This design comes from an exercise in tuning for small area, a short achievable clock period and few clock cycles on the open sky130 flow, not from production work.
RTL that was checked went through simulation tests only; none was proved equivalent to the original.
For run 1, only the layout was checked, not whether the RTL still works.

==> flow/design.v, too long to show whole: its modules and the start of the top module <==
// module M1: 755 lines
// module m1_rca: 14 lines
// module m1_fa: 4 lines
// module m1_ha: 4 lines
module M1 (
   input  logic         Clock,
   input  logic         Resetn,
   input  logic         start,
   output logic         done,
   input  logic  [15:0] SRAM_read_data,
   output logic  [17:0] SRAM_address,
   output logic  [15:0] SRAM_write_data,
   output logic         SRAM_we_n
);
  // ...
==> flow/flow/run.sh <==
#!/bin/bash
set -euo pipefail
bash standard.sh SETUP_SLACK_MARGIN=10 finish > standard_make.log 2>&1
==> flow/standard.sh <==
#!/bin/bash
# synth_recipe.tcl (not shown) runs the flow's synth.tcl, then flattens the netlist and writes it again
# the make line also repeats each setting of config.mk as NAME=value (left out here)
make -C /OpenROAD-flow-scripts/flow DESIGN_CONFIG=/design/flow/config.mk WORK_HOME=/design/flow/orfs CLKGATE_MAP_FILE= SYNTH_SCRIPT=/design/flow/synth_recipe.tcl "${@:-finish}"
==> flow/config.mk <==
export PLATFORM = sky130hd
export DESIGN_NAME = M1
export DESIGN_NICKNAME = M1
export VERILOG_FILES = /design/flow/design.v
export SDC_FILE = /design/flow/constraint.sdc
export NUM_CORES = 4
export LEC_CHECK = 0
export ABC_CLOCK_PERIOD_IN_PS = 4000
export CAP_MARGIN = 20
export CORE_MARGIN = 2
export CORE_UTILIZATION = 65
export CTS_BUF_LIST = sky130_fd_sc_hd__clkbuf_4 sky130_fd_sc_hd__clkbuf_8
export SETUP_SLACK_MARGIN = 5
export SLEW_MARGIN = 20
export SYNTH_HIERARCHICAL = 1
==> flow/constraint.sdc <==
create_clock -name core_clock -period 14.0 [get_ports {Clock}]
set_input_delay 2.8000 -clock core_clock [delete_from_list [all_inputs] [get_ports {Clock}]]
set_output_delay 2.8000 -clock core_clock [all_outputs]
set_load 0.01 [all_outputs]
==> summary.txt, run 1 <==
# TYPE chip_impl_metric gauge
chip_impl_info{name="outcome",value="no timing/DRC/antenna violations"} 1
chip_impl_metric{name="taps",unit=""} 525
chip_impl_metric{name="crit_path_max_incr_delay",unit="ns"} 0.55
chip_impl_info{name="timing_worst_setup_path_type",value="flop to flop"} 1
chip_impl_metric{name="grt_pass1_wl",unit="µm"} 91900
chip_impl_metric{name="reg2reg_slack",unit="ns"} 9.13
chip_impl_info{name="crit_start",value="BqA[0]"} 1
chip_impl_metric{name="synth_sequential_area_ratio",unit=""} 0.448
chip_impl_metric{name="gr-usage-all-layers",unit=""} 0.296
chip_impl_metric{name="clock_buffers",unit=""} 115
chip_impl_info{name="yosys-top-cells-count",value="332 x sky130_fd_sc_hd__fa_1, 266 x sky130_fd_sc_hd__edfxtp_1, 208 x sky130_fd_sc_hd__inv_1"} 1
chip_impl_metric{name="crit_arrival",unit="ns"} 5.36
chip_impl_metric{name="flow.area_growth_from_synthesis",unit="%"} 14.3
chip_impl_metric{name="placed_cell_area",unit="mm²"} 0.0273
chip_impl_metric{name="use_met3",unit=""} 0.0576
chip_impl_metric{name="final.setup.worst_slack",unit="ns"} 9.13
chip_impl_metric{name="critical_path_peak_fanout",unit=""} 8
chip_impl_info{name="mostFrequentLayoutCell",value="sky130_fd_sc_hd__fa_1"} 1
chip_impl_metric{name="timing.max_cap.violations",unit=""} 0
chip_impl_metric{name="layout-drive-gt1-share",unit=""} 0.194
chip_impl_metric{name="multi_input_cells",unit=""} 1253
chip_impl_metric{name="postCtsSetupBuffers",unit=""} 28
chip_impl_metric{name="start_util",unit=""} 0.657
chip_impl_metric{name="hold_path_depth",unit=""} 0
chip_impl_metric{name="grt_overflow",unit=""} 0
chip_impl_metric{name="drt-vias-per-instance",unit=""} 5.85
chip_impl_metric{name="final.signal_inverter_count",unit=""} 208
chip_impl_info{name="cts_tree",value="done"} 1
==> module M1, before the edit <==
module M1 (
   input  logic         Clock,
   input  logic         Resetn,
   input  logic         start,
   output logic         done,
   input  logic  [15:0] SRAM_read_data,
   output logic  [17:0] SRAM_address,
   output logic  [15:0] SRAM_write_data,
   output logic         SRAM_we_n
);
localparam [17:0] BASE_U   = 18'd13824;
localparam [17:0] BASE_V   = 18'd20736;
localparam [17:0] BASE_RGB = 18'd220672;
localparam [1:0] S_IDLE = 2'd0, S_FILL = 2'd1, S_RUN = 2'd2;
logic [1:0]  state;
logic [2:0]  ph;         
logic [6:0]  mc;         
logic [13:0] YP;         
logic [12:0] CP;         
logic [15:0] WP;         
logic [7:0]  win [0:19];
logic [7:0]  UB;
logic [15:0] VB;
logic [15:0] Yr;
logic [7:0]  Vp, B0h;
logic [8:0]  ps0, ps1, ps2, ps3, ps4;
logic [9:0]  ps24;
logic [8:0]  fs0, fs1, fs3, fs4;
logic [9:0]  fs24;
logic [12:0] Flo;
logic [9:0]  FhA, FhB, FqA, FqB, Fs;
logic        Fq12;
logic [7:0]  Fc;
m1_rca #(8) u_ps0 (.a(win[1]), .b(win[19]), .ci(1'b0), .s(ps0[7:0]), .co(ps0[8]));
m1_rca #(8) u_ps1 (.a(win[3]), .b(win[17]), .ci(1'b0), .s(ps1[7:0]), .co(ps1[8]));
assign ps2 = {1'b0, win[5]} + {1'b0, win[15]};
m1_rca #(8) u_ps3 (.a(win[7]), .b(win[13]), .ci(1'b0), .s(ps3[7:0]), .co(ps3[8]));
m1_rca #(8) u_ps4 (.a(win[9]), .b(win[11]), .ci(1'b0), .s(ps4[7:0]), .co(ps4[8]));
assign ps24 = {1'b0, ps2} + {1'b0, ps4};
always_ff @(posedge Clock) begin
   fs0 <= ps0;
   fs1 <= ps1;
   fs3 <= ps3;
   fs4 <= ps4;
   fs24 <= ps24;
end
logic [8:0]  nfs0, nfs1, nfs3, nfs4;
logic [9:0]  nfs24;
assign nfs0 = ~fs0;
assign nfs1 = ~fs1;
assign nfs3 = ~fs3;
assign nfs4 = ~fs4;
assign nfs24 = ~fs24;
logic fl1, fl2, fl3, fl4, fl5, fl6, fl7, fl8, fl9, fl10, fl11, fl12, fl13, fl14, fl15, fl16;
logic fl17, fl18, fl19, fl20, fl21, fl22, fl23, fl24, fl25, fl26, fl27, fl28, fl29, fl30, fl31, fl32;
logic fl33, fl34, fl35, fl36, fl37, fl38, fl39, fl40, fl41, fl42, fl43, fl44, fl45, fl46, fl47, fl48;
logic fl49, fl50, fl51, fl52, fl53, fl54, fl55, fl56, fl57, fl58, fl59, fl60, fl61, fl62, fl63, fl64;
logic fl65, fl66, fl67, fl68, fl69, fl70, fl71, fl72, fl73, fl74, fl75, fl76, fl77, fl78, fl79, fl80;
logic fl81, fl82, fl83, fl84, fl85, fl86, fl87, fl88, fl89, fl90, fl91, fl92, fl93, fl94, fl95, fl96;
logic fl97, fl98, fl99, fl100, fl101, fl102, fl103, fl104, fl105, fl106, fl107, fl108, fl109, fl110, fl111, fl112;
logic fl113, fl114, fl115, fl116, fl117, fl118, fl119, fl120, fl121, fl122, fl123, fl124, fl125, fl126, fl127, fl128;
logic fl129, fl130, fl131, fl132, fl133, fl134, fl135, fl136, fl137, fl138, fl139, fl140, fl141, fl142, fl143, fl144;
logic fl145, fl146, fl147, fl148, fl149, fl150, fl151, fl152, fl153, fl154, fl155, fl156, fl157, fl158, fl159, fl160;
logic fl161, fl162, fl163, fl164, fl165, fl166, fl167, fl168, fl169, fl170, fl171, fl172, fl173, fl174, fl175, fl176;
logic fl177, fl178, fl179, fl180, fl181, fl182, fl183, fl184, fl185, fl186, fl187, fl188, fl189, fl190;
m1_ha u_fl1 (.a(fs0[4]), .b(fs0[1]), .s(fl1), .co(fl2));
m1_ha u_fl3 (.a(fs0[5]), .b(fs0[2]), .s(fl3), .co(fl4));
m1_fa u_fl5 (.a(fs0[6]), .b(fs0[3]), .c(nfs1[7]), .s(fl5), .co(fl6));
m1_ha u_fl7 (.a(nfs1[3]), .b(nfs1[2]), .s(fl7), .co(fl8));
m1_fa u_fl9 (.a(fs0[7]), .b(fs0[4]), .c(nfs1[8]), .s(fl9), .co(fl10));
m1_fa u_fl11 (.a(nfs1[4]), .b(nfs1[3]), .c(nfs24[9]), .s(fl11), .co(fl12));
m1_fa u_fl13 (.a(fs0[8]), .b(fs0[5]), .c(nfs1[5]), .s(fl13), .co(fl14));
m1_ha u_fl15 (.a(fs0[6]), .b(nfs1[6]), .s(fl15), .co(fl16));
m1_ha u_fl17 (.a(fs0[7]), .b(nfs1[7]), .s(fl17), .co(fl18));
m1_fa u_fl19 (.a(fs0[3]), .b(fs0[0]), .c(nfs1[4]), .s(fl19), .co(fl20));
m1_ha u_fl21 (.a(nfs1[0]), .b(nfs24[5]), .s(fl21), .co(fl22));
m1_fa u_fl23 (.a(fl1), .b(nfs1[5]), .c(nfs1[1]), .s(fl23), .co(fl24));
m1_fa u_fl25 (.a(nfs1[0]), .b(nfs24[6]), .c(nfs24[3]), .s(fl25), .co(fl26));
m1_ha u_fl27 (.a(fs24[1]), .b(fs3[2]), .s(fl27), .co(fl28));
m1_fa u_fl29 (.a(fl3), .b(nfs1[6]), .c(nfs1[2]), .s(fl29), .co(fl30));
m1_fa u_fl31 (.a(nfs1[1]), .b(nfs24[7]), .c(nfs24[4]), .s(fl31), .co(fl32));
m1_fa u_fl33 (.a(fs24[2]), .b(fs3[3]), .c(fl2), .s(fl33), .co(fl34));
m1_fa u_fl35 (.a(fl5), .b(fl7), .c(nfs24[8]), .s(fl35), .co(fl36));
m1_fa u_fl37 (.a(nfs24[5]), .b(fs24[3]), .c(nfs24[0]), .s(fl37), .co(fl38));
assign fl39 = ~(fs3[4] ^ fl4);
assign fl40 = fs3[4] | fl4;
m1_fa u_fl41 (.a(fl9), .b(fl11), .c(nfs24[6]), .s(fl41), .co(fl42));
m1_fa u_fl43 (.a(fs24[4]), .b(nfs24[1]), .c(fs3[5]), .s(fl43), .co(fl44));
m1_fa u_fl45 (.a(fs3[0]), .b(fl6), .c(fl8), .s(fl45), .co(fl46));
m1_fa u_fl47 (.a(fl13), .b(nfs1[4]), .c(nfs24[7]), .s(fl47), .co(fl48));
m1_fa u_fl49 (.a(fs24[5]), .b(nfs24[2]), .c(fs3[6]), .s(fl49), .co(fl50));
m1_fa u_fl51 (.a(fs3[1]), .b(fl10), .c(fl12), .s(fl51), .co(fl52));
m1_fa u_fl53 (.a(fl15), .b(nfs1[5]), .c(nfs24[8]), .s(fl53), .co(fl54));
m1_fa u_fl55 (.a(fs24[6]), .b(nfs24[3]), .c(fs3[7]), .s(fl55), .co(fl56));
m1_fa u_fl57 (.a(fs3[2]), .b(fs4[0]), .c(fl14), .s(fl57), .co(fl58));
m1_fa u_fl59 (.a(fl17), .b(nfs1[6]), .c(nfs24[9]), .s(fl59), .co(fl60));
m1_fa u_fl61 (.a(fs24[7]), .b(nfs24[4]), .c(fs3[8]), .s(fl61), .co(fl62));
m1_fa u_fl63 (.a(fs3[3]), .b(fs4[1]), .c(fl16), .s(fl63), .co(fl64));
m1_fa u_fl65 (.a(fs0[8]), .b(nfs1[8]), .c(nfs1[7]), .s(fl65), .co(fl66));
m1_fa u_fl67 (.a(fs24[8]), .b(nfs24[5]), .c(fs3[4]), .s(fl67), .co(fl68));
assign fl69 = ~(fs4[2] ^ fl18);
assign fl70 = fs4[2] | fl18;
m1_fa u_fl71 (.a(nfs1[8]), .b(fs24[9]), .c(nfs24[6]), .s(fl71), .co(fl72));
m1_ha u_fl73 (.a(fs0[1]), .b(nfs1[2]), .s(fl73), .co(fl74));
m1_fa u_fl75 (.a(fs0[2]), .b(nfs1[3]), .c(nfs24[4]), .s(fl75), .co(fl76));
m1_fa u_fl77 (.a(fl19), .b(fl21), .c(nfs24[2]), .s(fl77), .co(fl78));
m1_ha u_fl79 (.a(fs24[0]), .b(fs3[1]), .s(fl79), .co(fl80));
m1_fa u_fl81 (.a(fl23), .b(fl25), .c(fl27), .s(fl81), .co(fl82));
assign fl83 = ~(fl20 ^ fl22);
assign fl84 = fl20 | fl22;
m1_fa u_fl85 (.a(fl29), .b(fl31), .c(fl33), .s(fl85), .co(fl86));
m1_fa u_fl87 (.a(fl24), .b(fl26), .c(fl28), .s(fl87), .co(fl88));
m1_fa u_fl89 (.a(fl35), .b(fl37), .c(fl39), .s(fl89), .co(fl90));
m1_fa u_fl91 (.a(fl30), .b(fl32), .c(fl34), .s(fl91), .co(fl92));
m1_fa u_fl93 (.a(fl41), .b(fl43), .c(fl45), .s(fl93), .co(fl94));
m1_fa u_fl95 (.a(fl36), .b(fl38), .c(fl40), .s(fl95), .co(fl96));
m1_fa u_fl97 (.a(fl47), .b(fl49), .c(fl51), .s(fl97), .co(fl98));
m1_fa u_fl99 (.a(fl42), .b(fl44), .c(fl46), .s(fl99), .co(fl100));
m1_fa u_fl101 (.a(fl53), .b(fl55), .c(fl57), .s(fl101), .co(fl102));
m1_fa u_fl103 (.a(fl48), .b(fl50), .c(fl52), .s(fl103), .co(fl104));
m1_fa u_fl105 (.a(fl59), .b(fl61), .c(fl63), .s(fl105), .co(fl106));
m1_fa u_fl107 (.a(fl54), .b(fl56), .c(fl58), .s(fl107), .co(fl108));
m1_fa u_fl109 (.a(fl65), .b(fl67), .c(fl69), .s(fl109), .co(fl110));
m1_fa u_fl111 (.a(fl60), .b(fl62), .c(fl64), .s(fl111), .co(fl112));
m1_fa u_fl113 (.a(fl71), .b(fs3[5]), .c(fs4[3]), .s(fl113), .co(fl114));
m1_fa u_fl115 (.a(fl66), .b(fl68), .c(fl70), .s(fl115), .co(fl116));
m1_fa u_fl117 (.a(nfs24[7]), .b(fs3[6]), .c(fs4[4]), .s(fl117), .co(fl118));
m1_ha u_fl119 (.a(nfs24[8]), .b(fs3[7]), .s(fl119), .co(fl120));
m1_ha u_fl121 (.a(nfs24[9]), .b(fs3[8]), .s(fl121), .co(fl122));
m1_ha u_fl123 (.a(fl73), .b(nfs24[3]), .s(fl123), .co(fl124));
m1_fa u_fl125 (.a(fl75), .b(nfs24[1]), .c(fs3[0]), .s(fl125), .co(fl126));
m1_fa u_fl127 (.a(fl77), .b(fl79), .c(fl76), .s(fl127), .co(fl128));
m1_fa u_fl129 (.a(fl81), .b(fl83), .c(fl78), .s(fl129), .co(fl130));
m1_fa u_fl131 (.a(fl85), .b(fl87), .c(fl82), .s(fl131), .co(fl132));
m1_fa u_fl133 (.a(fl89), .b(fl91), .c(fl86), .s(fl133), .co(fl134));
m1_fa u_fl135 (.a(fl93), .b(fl95), .c(fl90), .s(fl135), .co(fl136));
m1_fa u_fl137 (.a(fl97), .b(fl99), .c(fl94), .s(fl137), .co(fl138));
m1_fa u_fl139 (.a(fl101), .b(fl103), .c(fl98), .s(fl139), .co(fl140));
m1_fa u_fl141 (.a(fl105), .b(fl107), .c(fl102), .s(fl141), .co(fl142));
m1_fa u_fl143 (.a(fl109), .b(fl111), .c(fl106), .s(fl143), .co(fl144));
m1_fa u_fl145 (.a(fl113), .b(fl115), .c(fl110), .s(fl145), .co(fl146));
m1_fa u_fl147 (.a(fl117), .b(fl72), .c(fl114), .s(fl147), .co(fl148));
m1_fa u_fl149 (.a(fl119), .b(fs4[5]), .c(fl118), .s(fl149), .co(fl150));
m1_fa u_fl151 (.a(fl121), .b(fs4[6]), .c(fl120), .s(fl151), .co(fl152));
m1_ha u_fl153 (.a(nfs1[0]), .b(nfs24[1]), .s(fl153), .co(fl154));
m1_fa u_fl155 (.a(fs0[0]), .b(nfs1[1]), .c(nfs24[2]), .s(fl155), .co(fl156));
assign fl157 = ~(fl123 ^ nfs24[0]);
assign fl158 = fl123 | nfs24[0];
m1_fa u_fl159 (.a(fl125), .b(fl74), .c(fl124), .s(fl159), .co(fl160));
assign fl161 = ~(fl127 ^ fl126);
assign fl162 = fl127 | fl126;
m1_fa u_fl163 (.a(fl129), .b(fl80), .c(fl128), .s(fl163), .co(fl164));
m1_fa u_fl165 (.a(fl131), .b(fl84), .c(fl130), .s(fl165), .co(fl166));
m1_fa u_fl167 (.a(fl133), .b(fl88), .c(fl132), .s(fl167), .co(fl168));
m1_fa u_fl169 (.a(fl135), .b(fl92), .c(fl134), .s(fl169), .co(fl170));
m1_fa u_fl171 (.a(fl137), .b(fl96), .c(fl136), .s(fl171), .co(fl172));
m1_fa u_fl173 (.a(fl139), .b(fl100), .c(fl138), .s(fl173), .co(fl174));
m1_fa u_fl175 (.a(fl141), .b(fl104), .c(fl140), .s(fl175), .co(fl176));
m1_fa u_fl177 (.a(fl143), .b(fl108), .c(fl142), .s(fl177), .co(fl178));
m1_fa u_fl179 (.a(fl145), .b(fl112), .c(fl144), .s(fl179), .co(fl180));
m1_fa u_fl181 (.a(fl147), .b(fl116), .c(fl146), .s(fl181), .co(fl182));
assign fl183 = ~(fl149 ^ fl148);
assign fl184 = fl149 | fl148;
assign fl185 = ~(fl151 ^ fl150);
assign fl186 = fl151 | fl150;
m1_fa u_fl187 (.a(fs4[7]), .b(fl122), .c(fl152), .s(fl187), .co(fl188));
assign fl189 = ~fs4[8];
assign fl190 = fs4[8];
assign Flo = {1'b0, {fl173, fl171, fl169, fl167, fl165, fl163, fl161, fl159, fl157, fl155, fl153, nfs24[0]}} + {1'b0, {fl172, fl170, fl168, fl166, fl164, fl162, fl160, fl158, fl156, fl154, 1'b1, 1'b1}};
assign FhA = {1'b1, 1'b1, fl189, fl187, fl185, fl183, fl181, fl179, fl177, fl175};
assign FhB = {1'b0, fl190, fl188, fl186, fl184, fl182, fl180, fl178, fl176, fl174};
always_ff @(posedge Clock) begin
   FqA <= FhA;
   FqB <= FhB;
   Fq12 <= Flo[12];
end
logic Fs_co;
m1_rca #(10) u_fs (.a(FqA), .b(FqB), .ci(Fq12), .s(Fs), .co(Fs_co));
assign Fc = Fs[9] ? 8'h00 : Fs[8] ? 8'hFF : Fs[7:0];
logic        odd_sel;
logic [7:0]  Yi, Ui, Vi;
logic [15:0] Rlo, Glo, Blo;
logic [9:0]  RhA, RhB, GhA, GhB, RqA, RqB, GqA, GqB;
logic [10:0] BhA, BhB, BqA, BqB;
logic        Rq15, Gq15, Bq15;
logic [9:0]  Rr, Gr;
logic [10:0] Br;
logic [7:0]  Rc, Gc, Bc;
always_ff @(posedge Clock) begin
   Yi <= odd_sel ? Yr[7:0] : Yr[15:8];
   if (!odd_sel) Ui <= win[8];
   else if (up_ld) Ui <= Fc;        
   Vi <= odd_sel ? Vp : win[7];
end
logic [7:0]  nYi, nUi, nVi;
assign nYi = ~Yi;
assign nUi = ~Ui;
assign nVi = ~Vi;
logic px1, px2, px3, px4, px5, px6, px7, px8, px9, px10, px11, px12, px13, px14, px15, px16;
logic px17, px18, px19, px20, px21, px22, px23, px24, px25, px26, px27, px28, px29, px30, px31, px32;
logic px33, px34, px35, px36, px37, px38, px39, px40, px41, px42, px43, px44, px45, px46, px47, px48;
logic px49, px50, px51, px52, px53, px54, px55, px56, px57, px58, px59, px60, px61, px62, px63, px64;
logic px65, px66, px67, px68, px69, px70, px71, px72, px73, px74, px75, px76, px77, px78, px79, px80;
logic px81, px82, px83, px84, px85, px86, px87, px88, px89, px90, px91, px92, px93, px94, px95, px96;
logic px97, px98, px99, px100, px101, px102, px103, px104, px105, px106, px107, px108, px109, px110, px111, px112;
logic px113, px114, px115, px116, px117, px118, px119, px120, px121, px122, px123, px124, px125, px126, px127, px128;
logic px129, px130, px131, px132, px133, px134, px135, px136, px137, px138, px139, px140, px141, px142, px143, px144;
logic px145, px146, px147, px148, px149, px150, px151, px152, px153, px154, px155, px156, px157, px158, px159, px160;
logic px161, px162, px163, px164, px165, px166, px167, px168, px169, px170, px171, px172, px173, px174, px175, px176;
logic px177, px178, px179, px180, px181, px182, px183, px184, px185, px186, px187, px188, px189, px190, px191, px192;
logic px193, px194, px195, px196, px197, px198, px199, px200, px201, px202, px203, px204, px205, px206, px207, px208;
logic px209, px210, px211, px212, px213, px214, px215, px216, px217, px218, px219, px220, px221, px222, px223, px224;
logic px225, px226, px227, px228, px229, px230, px231, px232, px233, px234, px235, px236, px237, px238, px239, px240;
logic px241, px242, px243, px244, px245, px246, px247, px248, px249, px250, px251, px252, px253, px254, px255, px256;
logic px257, px258, px259, px260, px261, px262, px263, px264, px265, px266, px267, px268, px269, px270, px271, px272;
logic px273, px274, px275, px276, px277, px278, px279, px280, px281, px282, px283, px284, px285, px286, px287, px288;
logic px289, px290, px291, px292, px293, px294, px295, px296, px297, px298, px299, px300, px301, px302, px303, px304;
logic px305, px306, px307, px308, px309, px310, px311, px312, px313, px314, px315, px316, px317, px318, px319, px320;
logic px321, px322, px323, px324, px325, px326, px327, px328, px329, px330, px331, px332, px333, px334, px335, px336;
logic px337, px338, px339, px340, px341, px342, px343, px344, px345, px346, px347, px348, px349, px350, px351, px352;
logic px353, px354, px355, px356, px357, px358, px359, px360, px361, px362, px363, px364, px365, px366, px367, px368;
logic px369, px370, px371, px372, px373, px374, px375, px376, px377, px378, px379, px380, px381, px382, px383, px384;
logic px385, px386, px387, px388, px389, px390, px391, px392, px393, px394, px395, px396, px397, px398, px399, px400;
logic px401, px402, px403, px404, px405, px406, px407, px408, px409, px410, px411, px412, px413, px414, px415, px416;
logic px417, px418, px419, px420, px421, px422, px423, px424, px425, px426, px427, px428, px429, px430, px431, px432;
logic px433, px434, px435, px436, px437, px438, px439, px440, px441, px442, px443, px444, px445, px446, px447, px448;
logic px449, px450, px451, px452, px453, px454, px455, px456, px457, px458, px459, px460, px461, px462, px463, px464;
logic px465, px466, px467, px468, px469, px470, px471, px472, px473, px474, px475, px476, px477, px478, px479, px480;
logic px481, px482, px483, px484, px485, px486, px487, px488, px489, px490, px491, px492, px493, px494, px495, px496;
logic px497, px498, px499, px500, px501, px502, px503, px504, px505, px506, px507, px508, px509, px510, px511, px512;
logic px513, px514, px515, px516, px517, px518, px519, px520, px521, px522, px523, px524, px525, px526, px527, px528;
m1_ha u_px1 (.a(Yi[7]), .b(Yi[5]), .s(px1), .co(px2));
m1_ha u_px3 (.a(Yi[6]), .b(Yi[4]), .s(px3), .co(px4));
m1_ha u_px5 (.a(Yi[7]), .b(Yi[5]), .s(px5), .co(px6));
m1_ha u_px7 (.a(Yi[4]), .b(Yi[2]), .s(px7), .co(px8));
m1_fa u_px9 (.a(Yi[5]), .b(Yi[3]), .c(Yi[1]), .s(px9), .co(px10));
m1_fa u_px11 (.a(Yi[6]), .b(Yi[4]), .c(Yi[2]), .s(px11), .co(px12));
m1_fa u_px13 (.a(px1), .b(Yi[3]), .c(Yi[0]), .s(px13), .co(px14));
m1_fa u_px15 (.a(px3), .b(Yi[1]), .c(px2), .s(px15), .co(px16));
m1_fa u_px17 (.a(px5), .b(Yi[2]), .c(px4), .s(px17), .co(px18));
m1_fa u_px19 (.a(Yi[6]), .b(Yi[3]), .c(px6), .s(px19), .co(px20));
m1_ha u_px21 (.a(Yi[7]), .b(Yi[4]), .s(px21), .co(px22));
m1_ha u_px23 (.a(Yi[2]), .b(Yi[0]), .s(px23), .co(px24));
assign px25 = ~(Yi[3] ^ Yi[1]);
assign px26 = Yi[3] | Yi[1];
assign px27 = ~(px7 ^ Yi[0]);
assign px28 = px7 | Yi[0];
assign px29 = ~(px9 ^ px8);
assign px30 = px9 | px8;
assign px31 = ~(px11 ^ px10);
assign px32 = px11 | px10;
assign px33 = ~(px13 ^ px12);
assign px34 = px13 | px12;
assign px35 = ~(px15 ^ px14);
assign px36 = px15 | px14;
assign px37 = ~(px17 ^ px16);
assign px38 = px17 | px16;
assign px39 = ~(px19 ^ px18);
assign px40 = px19 | px18;
assign px41 = ~(px21 ^ px20);
assign px42 = px21 | px20;
assign px43 = ~(Yi[5] ^ px22);
assign px44 = Yi[5] | px22;
assign px45 = ~Yi[6];
assign px46 = Yi[6];
assign px47 = ~Yi[7];
assign px48 = Yi[7];
m1_ha u_px49 (.a(Yi[6]), .b(Yi[4]), .s(px49), .co(px50));
m1_fa u_px51 (.a(Yi[7]), .b(Yi[5]), .c(Yi[3]), .s(px51), .co(px52));
m1_fa u_px53 (.a(Yi[0]), .b(Vi[5]), .c(Vi[4]), .s(px53), .co(px54));
m1_fa u_px55 (.a(Yi[6]), .b(Yi[4]), .c(Yi[1]), .s(px55), .co(px56));
m1_ha u_px57 (.a(Vi[6]), .b(Vi[5]), .s(px57), .co(px58));
m1_fa u_px59 (.a(Yi[7]), .b(Yi[5]), .c(Yi[2]), .s(px59), .co(px60));
m1_ha u_px61 (.a(Vi[7]), .b(Vi[6]), .s(px61), .co(px62));
m1_ha u_px63 (.a(Yi[6]), .b(Yi[3]), .s(px63), .co(px64));
m1_fa u_px65 (.a(nYi[7]), .b(Yi[0]), .c(Vi[7]), .s(px65), .co(px66));
m1_ha u_px67 (.a(Yi[2]), .b(Yi[0]), .s(px67), .co(px68));
m1_fa u_px69 (.a(Yi[3]), .b(Yi[1]), .c(Vi[5]), .s(px69), .co(px70));
m1_ha u_px71 (.a(Vi[1]), .b(Vi[0]), .s(px71), .co(px72));
m1_fa u_px73 (.a(Yi[4]), .b(Yi[2]), .c(Yi[0]), .s(px73), .co(px74));
m1_fa u_px75 (.a(Vi[6]), .b(Vi[2]), .c(Vi[1]), .s(px75), .co(px76));
m1_fa u_px77 (.a(Yi[5]), .b(Yi[3]), .c(Yi[1]), .s(px77), .co(px78));
m1_fa u_px79 (.a(Vi[7]), .b(Vi[3]), .c(Vi[2]), .s(px79), .co(px80));
m1_fa u_px81 (.a(px49), .b(Yi[2]), .c(Vi[4]), .s(px81), .co(px82));
assign px83 = ~(Vi[3] ^ Vi[0]);
assign px84 = Vi[3] | Vi[0];
m1_fa u_px85 (.a(px51), .b(px53), .c(Vi[1]), .s(px85), .co(px86));
assign px87 = ~(Vi[0] ^ px50);
assign px88 = Vi[0] | px50;
m1_fa u_px89 (.a(px55), .b(px57), .c(Vi[2]), .s(px89), .co(px90));
m1_fa u_px91 (.a(Vi[1]), .b(px52), .c(px54), .s(px91), .co(px92));
m1_fa u_px93 (.a(px59), .b(px61), .c(Vi[3]), .s(px93), .co(px94));
m1_fa u_px95 (.a(Vi[2]), .b(px56), .c(px58), .s(px95), .co(px96));
m1_fa u_px97 (.a(px63), .b(Vi[7]), .c(Vi[4]), .s(px97), .co(px98));
m1_fa u_px99 (.a(Vi[3]), .b(px60), .c(px62), .s(px99), .co(px100));
m1_fa u_px101 (.a(Yi[7]), .b(Yi[4]), .c(Vi[5]), .s(px101), .co(px102));
m1_ha u_px103 (.a(Vi[4]), .b(px64), .s(px103), .co(px104));
m1_fa u_px105 (.a(Yi[5]), .b(Vi[6]), .c(Vi[5]), .s(px105), .co(px106));
m1_ha u_px107 (.a(nYi[4]), .b(Vi[4]), .s(px107), .co(px108));
m1_fa u_px109 (.a(nYi[5]), .b(Vi[5]), .c(Vi[3]), .s(px109), .co(px110));
m1_fa u_px111 (.a(nYi[6]), .b(Vi[6]), .c(Vi[4]), .s(px111), .co(px112));
m1_fa u_px113 (.a(px65), .b(Vi[5]), .c(Vi[2]), .s(px113), .co(px114));
m1_fa u_px115 (.a(Yi[1]), .b(Vi[6]), .c(Vi[3]), .s(px115), .co(px116));
m1_fa u_px117 (.a(px67), .b(Vi[7]), .c(Vi[4]), .s(px117), .co(px118));
m1_fa u_px119 (.a(px69), .b(px71), .c(px68), .s(px119), .co(px120));
m1_fa u_px121 (.a(px73), .b(px75), .c(px70), .s(px121), .co(px122));
m1_fa u_px123 (.a(px77), .b(px79), .c(px74), .s(px123), .co(px124));
m1_fa u_px125 (.a(px81), .b(px83), .c(px78), .s(px125), .co(px126));
m1_fa u_px127 (.a(px85), .b(px87), .c(px82), .s(px127), .co(px128));
m1_fa u_px129 (.a(px89), .b(px91), .c(px86), .s(px129), .co(px130));
m1_fa u_px131 (.a(px93), .b(px95), .c(px90), .s(px131), .co(px132));
m1_fa u_px133 (.a(px97), .b(px99), .c(px94), .s(px133), .co(px134));
m1_fa u_px135 (.a(px101), .b(px103), .c(px98), .s(px135), .co(px136));
m1_fa u_px137 (.a(px105), .b(px102), .c(px104), .s(px137), .co(px138));
m1_fa u_px139 (.a(Yi[6]), .b(Vi[7]), .c(Vi[6]), .s(px139), .co(px140));
m1_ha u_px141 (.a(nYi[0]), .b(Vi[0]), .s(px141), .co(px142));
m1_ha u_px143 (.a(nYi[1]), .b(Vi[1]), .s(px143), .co(px144));
m1_fa u_px145 (.a(nYi[2]), .b(Vi[2]), .c(Vi[0]), .s(px145), .co(px146));
m1_fa u_px147 (.a(nYi[3]), .b(Vi[3]), .c(Vi[1]), .s(px147), .co(px148));
assign px149 = ~(px107 ^ Vi[2]);
assign px150 = px107 | Vi[2];
m1_fa u_px151 (.a(px109), .b(Vi[0]), .c(px108), .s(px151), .co(px152));
m1_fa u_px153 (.a(px111), .b(Vi[1]), .c(px110), .s(px153), .co(px154));
assign px155 = ~(px113 ^ px112);
assign px156 = px113 | px112;
m1_fa u_px157 (.a(px115), .b(px66), .c(px114), .s(px157), .co(px158));
m1_fa u_px159 (.a(px117), .b(Vi[0]), .c(px116), .s(px159), .co(px160));
assign px161 = ~(px119 ^ px118);
assign px162 = px119 | px118;
m1_fa u_px163 (.a(px121), .b(px72), .c(px120), .s(px163), .co(px164));
m1_fa u_px165 (.a(px123), .b(px76), .c(px122), .s(px165), .co(px166));
m1_fa u_px167 (.a(px125), .b(px80), .c(px124), .s(px167), .co(px168));
m1_fa u_px169 (.a(px127), .b(px84), .c(px126), .s(px169), .co(px170));
m1_fa u_px171 (.a(px129), .b(px88), .c(px128), .s(px171), .co(px172));
m1_fa u_px173 (.a(px131), .b(px92), .c(px130), .s(px173), .co(px174));
m1_fa u_px175 (.a(px133), .b(px96), .c(px132), .s(px175), .co(px176));
m1_fa u_px177 (.a(px135), .b(px100), .c(px134), .s(px177), .co(px178));
assign px179 = ~(px137 ^ px136);
assign px180 = px137 | px136;
m1_fa u_px181 (.a(px139), .b(px106), .c(px138), .s(px181), .co(px182));
m1_fa u_px183 (.a(Yi[7]), .b(Vi[7]), .c(px140), .s(px183), .co(px184));
m1_ha u_px185 (.a(Yi[6]), .b(Yi[4]), .s(px185), .co(px186));
m1_fa u_px187 (.a(Yi[7]), .b(Yi[5]), .c(Yi[3]), .s(px187), .co(px188));
m1_ha u_px189 (.a(Yi[6]), .b(Yi[4]), .s(px189), .co(px190));
m1_ha u_px191 (.a(Yi[7]), .b(Yi[5]), .s(px191), .co(px192));
m1_ha u_px193 (.a(nYi[5]), .b(nUi[6]), .s(px193), .co(px194));
m1_fa u_px195 (.a(nYi[6]), .b(nUi[7]), .c(nUi[5]), .s(px195), .co(px196));
m1_fa u_px197 (.a(nYi[7]), .b(Yi[0]), .c(nUi[6]), .s(px197), .co(px198));
m1_ha u_px199 (.a(Yi[1]), .b(nUi[7]), .s(px199), .co(px200));
m1_ha u_px201 (.a(Yi[2]), .b(Yi[0]), .s(px201), .co(px202));
m1_fa u_px203 (.a(Yi[3]), .b(Yi[1]), .c(nUi[6]), .s(px203), .co(px204));
m1_fa u_px205 (.a(Yi[4]), .b(Yi[2]), .c(Yi[0]), .s(px205), .co(px206));
m1_fa u_px207 (.a(Yi[5]), .b(Yi[3]), .c(Yi[1]), .s(px207), .co(px208));
m1_fa u_px209 (.a(nUi[4]), .b(nUi[1]), .c(nUi[0]), .s(px209), .co(px210));
m1_fa u_px211 (.a(px185), .b(Yi[2]), .c(nUi[5]), .s(px211), .co(px212));
m1_fa u_px213 (.a(nUi[2]), .b(nUi[1]), .c(nVi[3]), .s(px213), .co(px214));
m1_ha u_px215 (.a(nVi[1]), .b(nVi[0]), .s(px215), .co(px216));
m1_fa u_px217 (.a(px187), .b(Yi[0]), .c(nUi[6]), .s(px217), .co(px218));
m1_fa u_px219 (.a(nUi[3]), .b(nUi[2]), .c(nVi[4]), .s(px219), .co(px220));
m1_fa u_px221 (.a(nVi[2]), .b(nVi[1]), .c(px186), .s(px221), .co(px222));
m1_fa u_px223 (.a(px189), .b(Yi[1]), .c(nUi[7]), .s(px223), .co(px224));
m1_fa u_px225 (.a(nUi[4]), .b(nUi[3]), .c(nVi[5]), .s(px225), .co(px226));
m1_fa u_px227 (.a(nVi[3]), .b(nVi[2]), .c(px188), .s(px227), .co(px228));
m1_fa u_px229 (.a(px191), .b(Yi[2]), .c(nUi[5]), .s(px229), .co(px230));
m1_fa u_px231 (.a(nUi[4]), .b(nVi[6]), .c(nVi[4]), .s(px231), .co(px232));
assign px233 = ~(nVi[3] ^ px190);
assign px234 = nVi[3] | px190;
m1_fa u_px235 (.a(Yi[6]), .b(Yi[3]), .c(nUi[6]), .s(px235), .co(px236));
m1_fa u_px237 (.a(nUi[5]), .b(nVi[7]), .c(nVi[5]), .s(px237), .co(px238));
m1_ha u_px239 (.a(nVi[4]), .b(px192), .s(px239), .co(px240));
m1_fa u_px241 (.a(Yi[7]), .b(Yi[4]), .c(nUi[7]), .s(px241), .co(px242));
m1_fa u_px243 (.a(nUi[6]), .b(nVi[6]), .c(nVi[5]), .s(px243), .co(px244));
m1_ha u_px245 (.a(nYi[2]), .b(nUi[3]), .s(px245), .co(px246));
m1_fa u_px247 (.a(nYi[3]), .b(nUi[4]), .c(nUi[2]), .s(px247), .co(px248));
m1_ha u_px249 (.a(nUi[1]), .b(nVi[0]), .s(px249), .co(px250));
m1_fa u_px251 (.a(nYi[4]), .b(nUi[5]), .c(nUi[3]), .s(px251), .co(px252));
m1_fa u_px253 (.a(nUi[2]), .b(nUi[0]), .c(nVi[1]), .s(px253), .co(px254));
m1_fa u_px255 (.a(px193), .b(nUi[4]), .c(nUi[3]), .s(px255), .co(px256));
assign px257 = ~(nUi[1] ^ nVi[2]);
assign px258 = nUi[1] | nVi[2];
m1_fa u_px259 (.a(px195), .b(nUi[4]), .c(nUi[2]), .s(px259), .co(px260));
assign px261 = ~(nVi[3] ^ px194);
assign px262 = nVi[3] | px194;
m1_fa u_px263 (.a(px197), .b(nUi[5]), .c(nUi[3]), .s(px263), .co(px264));
assign px265 = ~(nVi[4] ^ px196);
assign px266 = nVi[4] | px196;
m1_fa u_px267 (.a(px199), .b(nUi[6]), .c(nUi[4]), .s(px267), .co(px268));
m1_fa u_px269 (.a(nUi[0]), .b(nVi[5]), .c(px198), .s(px269), .co(px270));
m1_fa u_px271 (.a(px201), .b(nUi[7]), .c(nUi[5]), .s(px271), .co(px272));
m1_fa u_px273 (.a(nUi[1]), .b(nVi[6]), .c(px200), .s(px273), .co(px274));
m1_fa u_px275 (.a(px203), .b(nUi[2]), .c(nVi[7]), .s(px275), .co(px276));
assign px277 = ~(nVi[0] ^ px202);
assign px278 = nVi[0] | px202;
m1_fa u_px279 (.a(px205), .b(nUi[7]), .c(nUi[3]), .s(px279), .co(px280));
m1_fa u_px281 (.a(nUi[0]), .b(nVi[1]), .c(px204), .s(px281), .co(px282));
m1_fa u_px283 (.a(px207), .b(px209), .c(nVi[2]), .s(px283), .co(px284));
assign px285 = ~(nVi[0] ^ px206);
assign px286 = nVi[0] | px206;
m1_fa u_px287 (.a(px211), .b(px213), .c(px215), .s(px287), .co(px288));
assign px289 = ~(px208 ^ px210);
assign px290 = px208 | px210;
m1_fa u_px291 (.a(px217), .b(px219), .c(px221), .s(px291), .co(px292));
m1_fa u_px293 (.a(px212), .b(px214), .c(px216), .s(px293), .co(px294));
m1_fa u_px295 (.a(px223), .b(px225), .c(px227), .s(px295), .co(px296));
m1_fa u_px297 (.a(px218), .b(px220), .c(px222), .s(px297), .co(px298));
m1_fa u_px299 (.a(px229), .b(px231), .c(px233), .s(px299), .co(px300));
m1_fa u_px301 (.a(px224), .b(px226), .c(px228), .s(px301), .co(px302));
m1_fa u_px303 (.a(px235), .b(px237), .c(px239), .s(px303), .co(px304));
m1_fa u_px305 (.a(px230), .b(px232), .c(px234), .s(px305), .co(px306));
m1_fa u_px307 (.a(px241), .b(px243), .c(px236), .s(px307), .co(px308));
assign px309 = ~(px238 ^ px240);
assign px310 = px238 | px240;
m1_fa u_px311 (.a(Yi[5]), .b(nUi[7]), .c(nVi[7]), .s(px311), .co(px312));
m1_fa u_px313 (.a(nVi[6]), .b(px242), .c(px244), .s(px313), .co(px314));
m1_ha u_px315 (.a(Yi[6]), .b(nVi[7]), .s(px315), .co(px316));
m1_ha u_px317 (.a(nYi[1]), .b(nUi[2]), .s(px317), .co(px318));
m1_fa u_px319 (.a(px245), .b(nUi[1]), .c(nUi[0]), .s(px319), .co(px320));
m1_fa u_px321 (.a(px247), .b(px249), .c(px246), .s(px321), .co(px322));
m1_fa u_px323 (.a(px251), .b(px253), .c(px248), .s(px323), .co(px324));
m1_fa u_px325 (.a(px255), .b(px257), .c(px252), .s(px325), .co(px326));
m1_fa u_px327 (.a(px259), .b(px261), .c(px256), .s(px327), .co(px328));
m1_fa u_px329 (.a(px263), .b(px265), .c(px260), .s(px329), .co(px330));
m1_fa u_px331 (.a(px267), .b(px269), .c(px264), .s(px331), .co(px332));
m1_fa u_px333 (.a(px271), .b(px273), .c(px268), .s(px333), .co(px334));
m1_fa u_px335 (.a(px275), .b(px277), .c(px272), .s(px335), .co(px336));
m1_fa u_px337 (.a(px279), .b(px281), .c(px276), .s(px337), .co(px338));
m1_fa u_px339 (.a(px283), .b(px285), .c(px280), .s(px339), .co(px340));
m1_fa u_px341 (.a(px287), .b(px289), .c(px284), .s(px341), .co(px342));
m1_fa u_px343 (.a(px291), .b(px293), .c(px288), .s(px343), .co(px344));
m1_fa u_px345 (.a(px295), .b(px297), .c(px292), .s(px345), .co(px346));
m1_fa u_px347 (.a(px299), .b(px301), .c(px296), .s(px347), .co(px348));
m1_fa u_px349 (.a(px303), .b(px305), .c(px300), .s(px349), .co(px350));
m1_fa u_px351 (.a(px307), .b(px309), .c(px304), .s(px351), .co(px352));
m1_fa u_px353 (.a(px311), .b(px313), .c(px308), .s(px353), .co(px354));
m1_fa u_px355 (.a(px315), .b(px312), .c(px314), .s(px355), .co(px356));
m1_ha u_px357 (.a(nYi[0]), .b(nUi[1]), .s(px357), .co(px358));
assign px359 = ~(px317 ^ nUi[0]);
assign px360 = px317 | nUi[0];
assign px361 = ~(px319 ^ px318);
assign px362 = px319 | px318;
assign px363 = ~(px321 ^ px320);
assign px364 = px321 | px320;
m1_fa u_px365 (.a(px323), .b(px250), .c(px322), .s(px365), .co(px366));
m1_fa u_px367 (.a(px325), .b(px254), .c(px324), .s(px367), .co(px368));
m1_fa u_px369 (.a(px327), .b(px258), .c(px326), .s(px369), .co(px370));
m1_fa u_px371 (.a(px329), .b(px262), .c(px328), .s(px371), .co(px372));
m1_fa u_px373 (.a(px331), .b(px266), .c(px330), .s(px373), .co(px374));
m1_fa u_px375 (.a(px333), .b(px270), .c(px332), .s(px375), .co(px376));
m1_fa u_px377 (.a(px335), .b(px274), .c(px334), .s(px377), .co(px378));
m1_fa u_px379 (.a(px337), .b(px278), .c(px336), .s(px379), .co(px380));
m1_fa u_px381 (.a(px339), .b(px282), .c(px338), .s(px381), .co(px382));
m1_fa u_px383 (.a(px341), .b(px286), .c(px340), .s(px383), .co(px384));
m1_fa u_px385 (.a(px343), .b(px290), .c(px342), .s(px385), .co(px386));
m1_fa u_px387 (.a(px345), .b(px294), .c(px344), .s(px387), .co(px388));
m1_fa u_px389 (.a(px347), .b(px298), .c(px346), .s(px389), .co(px390));
m1_fa u_px391 (.a(px349), .b(px302), .c(px348), .s(px391), .co(px392));
m1_fa u_px393 (.a(px351), .b(px306), .c(px350), .s(px393), .co(px394));
m1_fa u_px395 (.a(px353), .b(px310), .c(px352), .s(px395), .co(px396));
assign px397 = ~(px355 ^ px354);
assign px398 = px355 | px354;
m1_fa u_px399 (.a(Yi[7]), .b(px316), .c(px356), .s(px399), .co(px400));
m1_fa u_px401 (.a(nYi[4]), .b(Ui[5]), .c(Ui[3]), .s(px401), .co(px402));
m1_fa u_px403 (.a(nYi[5]), .b(Ui[6]), .c(Ui[4]), .s(px403), .co(px404));
m1_fa u_px405 (.a(nYi[6]), .b(Ui[7]), .c(Ui[5]), .s(px405), .co(px406));
m1_ha u_px407 (.a(Ui[4]), .b(Ui[2]), .s(px407), .co(px408));
m1_fa u_px409 (.a(nYi[7]), .b(Yi[0]), .c(Ui[6]), .s(px409), .co(px410));
assign px411 = ~(Ui[5] ^ Ui[3]);
assign px412 = Ui[5] | Ui[3];
m1_fa u_px413 (.a(Yi[1]), .b(Ui[7]), .c(Ui[6]), .s(px413), .co(px414));
assign px415 = ~(Ui[4] ^ Ui[0]);
assign px416 = Ui[4] | Ui[0];
m1_fa u_px417 (.a(Yi[2]), .b(Yi[0]), .c(Ui[7]), .s(px417), .co(px418));
assign px419 = ~(Ui[5] ^ Ui[1]);
assign px420 = Ui[5] | Ui[1];
m1_fa u_px421 (.a(Yi[3]), .b(Yi[1]), .c(Ui[6]), .s(px421), .co(px422));
m1_fa u_px423 (.a(Yi[4]), .b(Yi[2]), .c(Yi[0]), .s(px423), .co(px424));
m1_ha u_px425 (.a(Ui[7]), .b(Ui[3]), .s(px425), .co(px426));
m1_fa u_px427 (.a(Yi[5]), .b(Yi[3]), .c(Yi[1]), .s(px427), .co(px428));
m1_fa u_px429 (.a(Yi[6]), .b(Yi[4]), .c(Yi[2]), .s(px429), .co(px430));
m1_fa u_px431 (.a(Yi[7]), .b(Yi[5]), .c(Yi[3]), .s(px431), .co(px432));
m1_ha u_px433 (.a(Yi[0]), .b(Ui[6]), .s(px433), .co(px434));
m1_fa u_px435 (.a(Yi[6]), .b(Yi[4]), .c(Yi[1]), .s(px435), .co(px436));
assign px437 = ~(Ui[7] ^ Ui[0]);
assign px438 = Ui[7] | Ui[0];
m1_fa u_px439 (.a(Yi[7]), .b(Yi[5]), .c(Yi[2]), .s(px439), .co(px440));
m1_ha u_px441 (.a(Yi[6]), .b(Yi[3]), .s(px441), .co(px442));
m1_ha u_px443 (.a(nYi[2]), .b(Ui[3]), .s(px443), .co(px444));
m1_fa u_px445 (.a(nYi[3]), .b(Ui[4]), .c(Ui[2]), .s(px445), .co(px446));
m1_fa u_px447 (.a(px401), .b(Ui[2]), .c(Ui[0]), .s(px447), .co(px448));
m1_fa u_px449 (.a(px403), .b(Ui[3]), .c(Ui[1]), .s(px449), .co(px450));
m1_fa u_px451 (.a(px405), .b(px407), .c(px404), .s(px451), .co(px452));
m1_fa u_px453 (.a(px409), .b(px411), .c(px406), .s(px453), .co(px454));
m1_fa u_px455 (.a(px413), .b(px415), .c(px410), .s(px455), .co(px456));
m1_fa u_px457 (.a(px417), .b(px419), .c(px414), .s(px457), .co(px458));
m1_fa u_px459 (.a(px421), .b(Ui[2]), .c(px418), .s(px459), .co(px460));
m1_fa u_px461 (.a(px423), .b(px425), .c(px422), .s(px461), .co(px462));
m1_fa u_px463 (.a(px427), .b(Ui[4]), .c(px424), .s(px463), .co(px464));
m1_fa u_px465 (.a(px429), .b(Ui[5]), .c(px428), .s(px465), .co(px466));
m1_fa u_px467 (.a(px431), .b(px433), .c(px430), .s(px467), .co(px468));
m1_fa u_px469 (.a(px435), .b(px437), .c(px432), .s(px469), .co(px470));
m1_fa u_px471 (.a(px439), .b(Ui[1]), .c(px436), .s(px471), .co(px472));
m1_fa u_px473 (.a(px441), .b(Ui[2]), .c(px440), .s(px473), .co(px474));
m1_fa u_px475 (.a(Yi[7]), .b(Yi[4]), .c(Ui[3]), .s(px475), .co(px476));
m1_ha u_px477 (.a(Yi[5]), .b(Ui[4]), .s(px477), .co(px478));
m1_ha u_px479 (.a(Yi[6]), .b(Ui[5]), .s(px479), .co(px480));
m1_ha u_px481 (.a(Yi[7]), .b(Ui[6]), .s(px481), .co(px482));
m1_ha u_px483 (.a(nYi[0]), .b(Ui[1]), .s(px483), .co(px484));
m1_fa u_px485 (.a(nYi[1]), .b(Ui[2]), .c(Ui[0]), .s(px485), .co(px486));
m1_fa u_px487 (.a(px443), .b(Ui[1]), .c(Ui[0]), .s(px487), .co(px488));
m1_fa u_px489 (.a(px445), .b(Ui[1]), .c(px444), .s(px489), .co(px490));
assign px491 = ~(px447 ^ px446);
assign px492 = px447 | px446;
m1_fa u_px493 (.a(px449), .b(px402), .c(px448), .s(px493), .co(px494));
assign px495 = ~(px451 ^ px450);
assign px496 = px451 | px450;
m1_fa u_px497 (.a(px453), .b(px408), .c(px452), .s(px497), .co(px498));
m1_fa u_px499 (.a(px455), .b(px412), .c(px454), .s(px499), .co(px500));
m1_fa u_px501 (.a(px457), .b(px416), .c(px456), .s(px501), .co(px502));
m1_fa u_px503 (.a(px459), .b(px420), .c(px458), .s(px503), .co(px504));
assign px505 = ~(px461 ^ px460);
assign px506 = px461 | px460;
m1_fa u_px507 (.a(px463), .b(px426), .c(px462), .s(px507), .co(px508));
assign px509 = ~(px465 ^ px464);
assign px510 = px465 | px464;
assign px511 = ~(px467 ^ px466);
assign px512 = px467 | px466;
m1_fa u_px513 (.a(px469), .b(px434), .c(px468), .s(px513), .co(px514));
m1_fa u_px515 (.a(px471), .b(px438), .c(px470), .s(px515), .co(px516));
assign px517 = ~(px473 ^ px472);
assign px518 = px473 | px472;
m1_fa u_px519 (.a(px475), .b(px442), .c(px474), .s(px519), .co(px520));
assign px521 = ~(px477 ^ px476);
assign px522 = px477 | px476;
assign px523 = ~(px479 ^ px478);
assign px524 = px479 | px478;
assign px525 = ~(px481 ^ px480);
assign px526 = px481 | px480;
m1_ha u_px527 (.a(Ui[7]), .b(px482), .s(px527), .co(px528));
assign Rlo = {1'b0, {px167, px165, px163, px161, px159, px157, px155, px153, px151, px149, px147, px145, px143, px141, 1'b0}} + {1'b0, {px166, px164, px162, px160, px158, px156, px154, px152, px150, px148, px146, px144, px142, 1'b1, 1'b0}};
assign RhA = {1'b1, 1'b1, px183, px181, px179, px177, px175, px173, px171, px169};
assign RhB = {1'b0, px184, px182, px180, px178, px176, px174, px172, px170, px168};
assign Glo = {1'b0, {px383, px381, px379, px377, px375, px373, px371, px369, px367, px365, px363, px361, px359, px357, nUi[0]}} + {1'b0, {px382, px380, px378, px376, px374, px372, px370, px368, px366, px364, px362, px360, px358, 1'b1, 1'b1}};
assign GhA = {1'b1, 1'b1, px399, px397, px395, px393, px391, px389, px387, px385};
assign GhB = {1'b0, px400, px398, px396, px394, px392, px390, px388, px386, px384};
assign Blo = {1'b0, {px509, px507, px505, px503, px501, px499, px497, px495, px493, px491, px489, px487, px485, px483, Ui[0]}} + {1'b0, {px508, px506, px504, px502, px500, px498, px496, px494, px492, px490, px488, px486, px484, 1'b1, 1'b0}};
assign BhA = {1'b1, 1'b1, px527, px525, px523, px521, px519, px517, px515, px513, px511};
assign BhB = {1'b0, px528, px526, px524, px522, px520, px518, px516, px514, px512, px510};
always_ff @(posedge Clock) begin
   RqA <= RhA; RqB <= RhB; Rq15 <= Rlo[15];
   GqA <= GhA; GqB <= GhB; Gq15 <= Glo[15];
   BqA <= BhA; BqB <= BhB; Bq15 <= Blo[15];
end
logic Rr_co, Gr_co, Br_co;
m1_rca #(10) u_rr (.a(RqA), .b(RqB), .ci(Rq15), .s(Rr), .co(Rr_co));
m1_rca #(10) u_gr (.a(GqA), .b(GqB), .ci(Gq15), .s(Gr), .co(Gr_co));
m1_rca #(11) u_br (.a(BqA), .b(BqB), .ci(Bq15), .s(Br), .co(Br_co));
assign Rc = Rr[9] ? 8'h00 : Rr[8] ? 8'hFF : Rr[7:0];
assign Gc = Gr[9] ? 8'h00 : Gr[8] ? 8'hFF : Gr[7:0];
assign Bc = Br[10] ? 8'h00 : (Br[9] | Br[8]) ? 8'hFF : Br[7:0];
logic run, fill;
logic last_row;
assign run   = (state == S_RUN);
assign fill  = (state == S_FILL);
assign last_row = CP[12] & CP[11] & CP[9] & CP[8];    
logic f_last, f_neg, f_odd, f_ubus, f_uub, f_vbh, f_vbl;
logic [6:0] mc_new, m_new;
logic upd_flags;
assign mc_new = (state == S_FILL) ? 7'd0 : mc + 7'd1;
assign m_new  = mc_new - 7'd1;
assign upd_flags = (state == S_FILL) || (state == S_RUN && ph == 3'd4);
always_ff @(posedge Clock) begin
   if (upd_flags) begin
      f_last <= (mc_new == 7'd96);
      f_neg  <= (mc_new == 7'd0);
      f_odd  <= ~mc_new[0];
      f_ubus <= mc_new[0] && mc_new != 7'd0 && m_new <= 7'd88;
      f_uub  <= ~mc_new[0] && (mc_new == 7'd0 || m_new <= 7'd89);
      f_vbh  <= ~mc_new[0] && (mc_new == 7'd0 || m_new <= 7'd87);
      f_vbl  <= mc_new[0] && mc_new != 7'd0 && m_new <= 7'd88;
   end
end
localparam [2:0] SH_NONE = 3'd0, SH_BUS = 3'd1, SH_VBH = 3'd2, SH_VBL = 3'd3,
                 SH_UB = 3'd4, SH_CLAMP = 3'd5;
logic [2:0] sh;
logic ub_ld, vb_ld, y_ld, up_ld, vp_ld;
always_comb begin
   sh = SH_NONE;
   ub_ld = 1'b0; vb_ld = 1'b0; y_ld = 1'b0; up_ld = 1'b0; vp_ld = 1'b0;
   odd_sel = 1'b1;
   if (run) begin
      case (ph)
         3'd0: up_ld = 1'b1;
         3'd1: ;
         3'd2: begin
            if (f_last) begin                    
               sh = SH_BUS; vb_ld = 1'b1;
            end else if (f_ubus) begin
               sh = SH_BUS; ub_ld = 1'b1;
            end else if (f_uub) begin
               sh = SH_UB;
            end else
               sh = SH_CLAMP;
            if (f_vbh) vb_ld = 1'b1;
         end
         3'd3: begin
            y_ld = 1'b1;
            if (f_last) begin                    
               sh = SH_BUS; ub_ld = 1'b1;
            end else if (f_vbh)
               sh = SH_VBH;
            else if (f_vbl)
               sh = SH_VBL;
            else
               sh = SH_CLAMP;
         end
         default: begin  
            vp_ld = 1'b1;
            odd_sel = 1'b0;
            if (f_last) sh = SH_CLAMP;           
         end
      endcase
   end else if (fill) begin
      case (mc[4:0])
         5'd2:  begin sh = SH_BUS; vb_ld = 1'b1; end    
         5'd3:  begin sh = SH_BUS; ub_ld = 1'b1; end    
         5'd12: sh = SH_VBL;                            
         5'd13: sh = SH_UB;                             
         5'd14: begin sh = SH_BUS; vb_ld = 1'b1; end    
         5'd15: begin sh = SH_BUS; ub_ld = 1'b1; end    
         5'd16: sh = SH_VBL;                            
         5'd17: sh = SH_UB;                             
         5'd18: begin sh = SH_BUS; vb_ld = 1'b1; end    
         5'd19: begin sh = SH_BUS; ub_ld = 1'b1; end    
         5'd20: sh = SH_VBL;                            
         default: if (mc >= 7'd4) sh = SH_CLAMP;
      endcase
   end
end
logic [7:0] sh_in;
always_comb begin
   case (sh)
      SH_BUS:  sh_in = SRAM_read_data[15:8];
      SH_VBH:  sh_in = VB[15:8];
      SH_VBL:  sh_in = VB[7:0];
      SH_UB:   sh_in = UB;
      default: sh_in = win[18];
   endcase
end
always_ff @(posedge Clock) begin
   if (sh != SH_NONE) begin
      for (int i = 0; i < 19; i++) win[i] <= win[i+1];
      win[19] <= sh_in;
   end
   if (ub_ld) UB <= SRAM_read_data[7:0];
   if (vb_ld) VB <= SRAM_read_data;
   if (y_ld)  Yr <= SRAM_read_data;
   if (vp_ld) Vp <= Fc;
   B0h <= Bc;
   case (ph)
      3'd1:    SRAM_write_data <= {Rc, Gc};
      3'd2:    SRAM_write_data <= {B0h, Rc};
      default: SRAM_write_data <= {Gc, Bc};
   endcase
end
logic we_q;
assign SRAM_we_n = ~we_q;
always_ff @(posedge Clock or negedge Resetn) begin
   if (~Resetn) begin
      state <= S_IDLE;
      done <= 1'b0;
      we_q <= 1'b0;
   end else begin
      we_q <= 1'b0;
      case (state)
         S_IDLE: if (start) begin
            done <= 1'b0;
            state <= S_FILL;
         end
         S_FILL: if (mc == 7'd20) state <= S_RUN;
         default: begin  
            if ((ph == 3'd1 || ph == 3'd2 || ph == 3'd3) && !f_neg) we_q <= 1'b1;
            if (ph == 3'd4 && f_last) begin
               if (last_row) begin
                  state <= S_IDLE;
                  done <= 1'b1;
               end else
                  state <= S_FILL;
            end
         end
      endcase
   end
end
always_ff @(posedge Clock) begin
   SRAM_address <= {2'b11, WP};        
   case (state)
      S_IDLE: begin
         if (start) begin
            mc <= 7'd0;
            YP <= 14'd0;
            CP <= 13'd0;
            WP <= BASE_RGB[15:0];
            SRAM_address <= BASE_V;               
         end
      end
      S_FILL: begin
         mc <= (mc == 7'd20) ? 7'd0 : mc + 7'd1;
         case (mc[4:0])
            5'd0:  begin SRAM_address <= BASE_U + CP; CP <= CP + 13'd1; end
            5'd11: SRAM_address <= BASE_V + CP;
            5'd12: begin SRAM_address <= BASE_U + CP; CP <= CP + 13'd1; end
            5'd15: SRAM_address <= BASE_V + CP;
            5'd16: begin SRAM_address <= BASE_U + CP; CP <= CP + 13'd1; end
            5'd20: SRAM_address <= BASE_V + CP;   
            default: ;
         endcase
         ph <= 3'd0;
      end
      default: begin  
         ph <= (ph == 3'd4) ? 3'd0 : ph + 3'd1;
         case (ph)
            3'd0: begin
               if (!f_last) begin
                  SRAM_address <= {4'd0, YP};
                  YP <= YP + 14'd1;
               end else if (!last_row) begin
                  SRAM_address <= BASE_U + CP;
                  CP <= CP + 13'd1;
               end
            end
            3'd1, 3'd2, 3'd3: begin
               if (!f_neg) begin
                  SRAM_address <= {2'b11, WP};
                  WP <= WP + 16'd1;
               end
            end
            default: begin  
               if (f_last) begin
                  mc <= 7'd5;
               end else begin
                  mc <= mc + 7'd1;
                  if (mc == 7'd95) begin
                     if (!last_row) SRAM_address <= BASE_V + CP;    
                  end else if (mc[0] && mc <= 7'd87) begin
                     SRAM_address <= BASE_V + CP;                   
                  end else if (!mc[0] && mc <= 7'd88) begin
                     SRAM_address <= BASE_U + CP;                   
                     CP <= CP + 13'd1;
                  end
               end
            end
         endcase
      end
   endcase
end
endmodule
==> run 2: changes to the inputs <==
--- a/flow/design.v
+++ b/flow/design.v
@@ -22,8 +22,8 @@
 logic [15:0] WP;         
 logic [7:0]  win [0:19];
 logic [7:0]  UB;
-logic [15:0] VB;
-logic [15:0] Yr;
+logic [7:0]  VBh, VBl;    
+logic [7:0]  Yrh, Yrl;    
 logic [7:0]  Vp, B0h;
 logic [8:0]  ps0, ps1, ps2, ps3, ps4;
 logic [9:0]  ps24;
@@ -37,7 +37,7 @@
 m1_rca #(8) u_ps1 (.a(win[3]), .b(win[17]), .ci(1'b0), .s(ps1[7:0]), .co(ps1[8]));
 assign ps2 = {1'b0, win[5]} + {1'b0, win[15]};
 m1_rca #(8) u_ps3 (.a(win[7]), .b(win[13]), .ci(1'b0), .s(ps3[7:0]), .co(ps3[8]));
-m1_rca #(8) u_ps4 (.a(win[9]), .b(win[11]), .ci(1'b0), .s(ps4[7:0]), .co(ps4[8]));
+assign ps4 = {1'b0, win[9]} + {1'b0, win[11]};
 assign ps24 = {1'b0, ps2} + {1'b0, ps4};
 always_ff @(posedge Clock) begin
    fs0 <= ps0;
@@ -176,8 +176,7 @@
    FqB <= FhB;
    Fq12 <= Flo[12];
 end
-logic Fs_co;
-m1_rca #(10) u_fs (.a(FqA), .b(FqB), .ci(Fq12), .s(Fs), .co(Fs_co));
+assign Fs = FqA + FqB + {9'd0, Fq12};
 assign Fc = Fs[9] ? 8'h00 : Fs[8] ? 8'hFF : Fs[7:0];
 logic        odd_sel;
 logic [7:0]  Yi, Ui, Vi;
@@ -189,7 +188,7 @@
 logic [10:0] Br;
 logic [7:0]  Rc, Gc, Bc;
 always_ff @(posedge Clock) begin
-   Yi <= odd_sel ? Yr[7:0] : Yr[15:8];
+   Yi <= odd_sel ? Yrl : Yrh;
    if (!odd_sel) Ui <= win[8];
    else if (up_ld) Ui <= Fc;        
    Vi <= odd_sel ? Vp : win[7];
@@ -552,10 +551,9 @@
    GqA <= GhA; GqB <= GhB; Gq15 <= Glo[15];
    BqA <= BhA; BqB <= BhB; Bq15 <= Blo[15];
 end
-logic Rr_co, Gr_co, Br_co;
-m1_rca #(10) u_rr (.a(RqA), .b(RqB), .ci(Rq15), .s(Rr), .co(Rr_co));
-m1_rca #(10) u_gr (.a(GqA), .b(GqB), .ci(Gq15), .s(Gr), .co(Gr_co));
-m1_rca #(11) u_br (.a(BqA), .b(BqB), .ci(Bq15), .s(Br), .co(Br_co));
+assign Rr = RqA + RqB + {9'd0, Rq15};
+assign Gr = GqA + GqB + {9'd0, Gq15};
+assign Br = BqA + BqB + {10'd0, Bq15};
 assign Rc = Rr[9] ? 8'h00 : Rr[8] ? 8'hFF : Rr[7:0];
 assign Gc = Gr[9] ? 8'h00 : Gr[8] ? 8'hFF : Gr[7:0];
 assign Bc = Br[10] ? 8'h00 : (Br[9] | Br[8]) ? 8'hFF : Br[7:0];
@@ -642,8 +640,8 @@
 always_comb begin
    case (sh)
       SH_BUS:  sh_in = SRAM_read_data[15:8];
-      SH_VBH:  sh_in = VB[15:8];
-      SH_VBL:  sh_in = VB[7:0];
+      SH_VBH:  sh_in = VBh;
+      SH_VBL:  sh_in = VBl;
       SH_UB:   sh_in = UB;
       default: sh_in = win[18];
    endcase
@@ -654,8 +652,10 @@
       win[19] <= sh_in;
    end
    if (ub_ld) UB <= SRAM_read_data[7:0];
-   if (vb_ld) VB <= SRAM_read_data;
-   if (y_ld)  Yr <= SRAM_read_data;
+   VBh <= SRAM_read_data[15:8];
+   Yrh <= SRAM_read_data[15:8];
+   if (vb_ld) VBl <= SRAM_read_data[7:0];
+   if (y_ld)  Yrl <= SRAM_read_data[7:0];
    if (vp_ld) Vp <= Fc;
    B0h <= Bc;
    case (ph)
--- a/flow/config.mk
+++ b/flow/config.mk
@@ -8,7 +8,7 @@
 export ABC_CLOCK_PERIOD_IN_PS = 4000
 export CAP_MARGIN = 20
 export CORE_MARGIN = 2
-export CORE_UTILIZATION = 65
+export CORE_UTILIZATION = 75
 export CTS_BUF_LIST = sky130_fd_sc_hd__clkbuf_4 sky130_fd_sc_hd__clkbuf_8
 export SETUP_SLACK_MARGIN = 5
 export SLEW_MARGIN = 20
==> summary.txt, run 2 <==
# TYPE chip_impl_metric gauge
chip_impl_metric{name="final.setup.worst_slack",unit="ns"} 9.98
chip_impl_metric{name="grt_overflow",unit=""} 0
chip_impl_metric{name="grt_pass1_wl",unit="µm"} 105000
chip_impl_metric{name="drt-vias-per-instance",unit=""} 6.47
chip_impl_info{name="grt_setup_unrepaired",value="true"} 1
chip_impl_metric{name="placement.io_buffers",unit=""} 54
chip_impl_metric{name="use_met3",unit=""} 0.0919
chip_impl_info{name="grt_most_used_layer",value="met2"} 1
chip_impl_metric{name="layout-drive-gt1-share",unit=""} 0.120
chip_impl_metric{name="start_util",unit=""} 0.763
chip_impl_metric{name="flow.area_growth_from_synthesis",unit="%"} 11.0
chip_impl_metric{name="placed_cell_area",unit="mm²"} 0.0274
chip_impl_info{name="yosys-top-cells-count",value="292 x sky130_fd_sc_hd__fa_1, 254 x sky130_fd_sc_hd__inv_1, 250 x sky130_fd_sc_hd__edfxtp_1"} 1
chip_impl_info{name="synth_top_family_by_area",value="adder cells"} 1
chip_impl_info{name="outcome",value="no timing/DRC/antenna violations"} 1
chip_impl_metric{name="yosys.area_share.simple",unit=""} 0.0753
chip_impl_metric{name="gr-usage-all-layers",unit=""} 0.384
chip_impl_metric{name="synth_sequential_area_ratio",unit=""} 0.428
chip_impl_metric{name="critical_path_peak_fanout",unit=""} 7
chip_impl_info{name="cts_tree",value="done"} 1
chip_impl_info{name="mostFrequentLayoutCell",value="sky130_fd_sc_hd__fa_1"} 1
==> run 2: cell count changes in the layout (fill, tap and decap cells not counted), moves of 17 or more <==
cell,change
sky130_fd_sc_hd__a221oi_1,-17
sky130_fd_sc_hd__buf_4,-18
sky130_fd_sc_hd__fa_2,-41
sky130_fd_sc_hd__ha_1,+41
sky130_fd_sc_hd__inv_1,+48
sky130_fd_sc_hd__mux2_2,-25
sky130_fd_sc_hd__nand2_1,+67
sky130_fd_sc_hd__o21a_1,+24
sky130_fd_sc_hd__o21ai_0,+39
==> run 2: cells by family after synthesis <==
family / count (synthesis)
AOI/OAI and AO/OA: 396
DFF: 439
buffers and inverters: 311
xor gates and xnor gates: 79
and+or+nand+nor: 415
other: 1
muxes: 20
adders and majority gates: 490
==> run 2: area by class of cell <==
class                           count  area, µm²  share of cell area
Multi-Input combinational cell   1405      14000               0.478
Sequential cell                   439      11300               0.387
Clock buffer                      102       1270              0.0434
Inverter                          259        995              0.0339
Timing Repair Buffer               99        774              0.0264
Tap cell                          455        569              0.0194
Clock inverter                     28        335              0.0114
Antenna cell                        2       5.00            0.000171
==> run 2: through the flow <==
stage	util
6_report	0.847
5_1_grt	0.847
4_1_cts	0.841
3_5_place_dp	0.792
3_3_place_gp	0.792
2_1_floorplan	-
==> run 2: what timing repair did <==
| item | CTS | global route |
|---|---|---|
| setup endpoints to repair | 224 | 107 |
| gates cloned | 2 | 0 |
| setup buffers | 9 | 19 |
| pin swaps | 5 | 5 |
| resized for setup | 149 | 25 |
==> run 2: worst min path at each step <==
stage | startpoint | endpoint | slack [ns] | depth (start not counted)
6_report | fs4[8] | FqB[8] | 0.36 | 0
5_1_grt | fs4[8] | FqB[8] | 0.37 | 0
4_1_cts | fs4[8] | FqB[8] | 0.35 | 0
3_5_place_dp | fs4[8] | FqB[8] | 0.35 | 0
3_3_place_gp | fs4[8] | FqB[8] | 0.33 | 0
2_1_floorplan | fs4[8] | FqB[8] | 0.33 | 0
==> run 2: per-layer routing <==
layer  vias up  share of wire
li1       7703              -
met1      8996           0.37
met2      1030           0.48
met3       306          0.090
met4         0          0.065
met5         -              0
==> run 2: Yosys stat by module (local to each module, per instance), a selection <==
module	cells	copies in the design
M1	1831	1
m1_fa	1	274
m1_ha	1	46
==> run 2: worst max-delay path, stage by stage (launching register included) <==
cell and delay (ns):
sky130_fd_sc_hd__edfxtp_1 0.56, sky130_fd_sc_hd__clkinvlp_4 0.35, sky130_fd_sc_hd__fa_1 0.55, sky130_fd_sc_hd__fa_1 0.54, sky130_fd_sc_hd__fa_1 0.52, sky130_fd_sc_hd__fa_1 0.49
sky130_fd_sc_hd__ha_1 0.30, sky130_fd_sc_hd__a21o_1 0.18, sky130_fd_sc_hd__a221oi_1 0.30, sky130_fd_sc_hd__o211ai_1 0.12
Testbench counts of run 2, summed over its fixed seeds: cycles 432,900.

-- static timing again, ports no longer ideal --
Ports are ideal in the flow. The routed layouts listed here were re-timed in OpenROAD. Step 1: set_driving_cell puts a clkbuf_16 on Clock and a buf_2 on each other input, an assumption about the parent block. Step 2 adds t to the input delays and takes it off the output delays; t is the mean of the earliest and latest rising clock arrival at the registers after step 1. Input paths then give back, and output paths get back, about the clock's delay inside the block. a / b / c = ideal / step 1 / step 2; a / b = the first two.
run | t (ns) | slack for setup (ns) | worst slew at a driven data input, ns | cell pins on the clock port's net
run 1 | 0.689 | 9.134 / 9.134 / 9.134 | 0.05 | 1
run 2 | 0.675 | 9.978 / 9.978 / 9.458 | 0.13 | 1
After both steps every run listed still meets setup and hold. The setup slack of run 2, which loses most, moves by 0.000 ns with the drivers and by -0.520 ns with both steps.
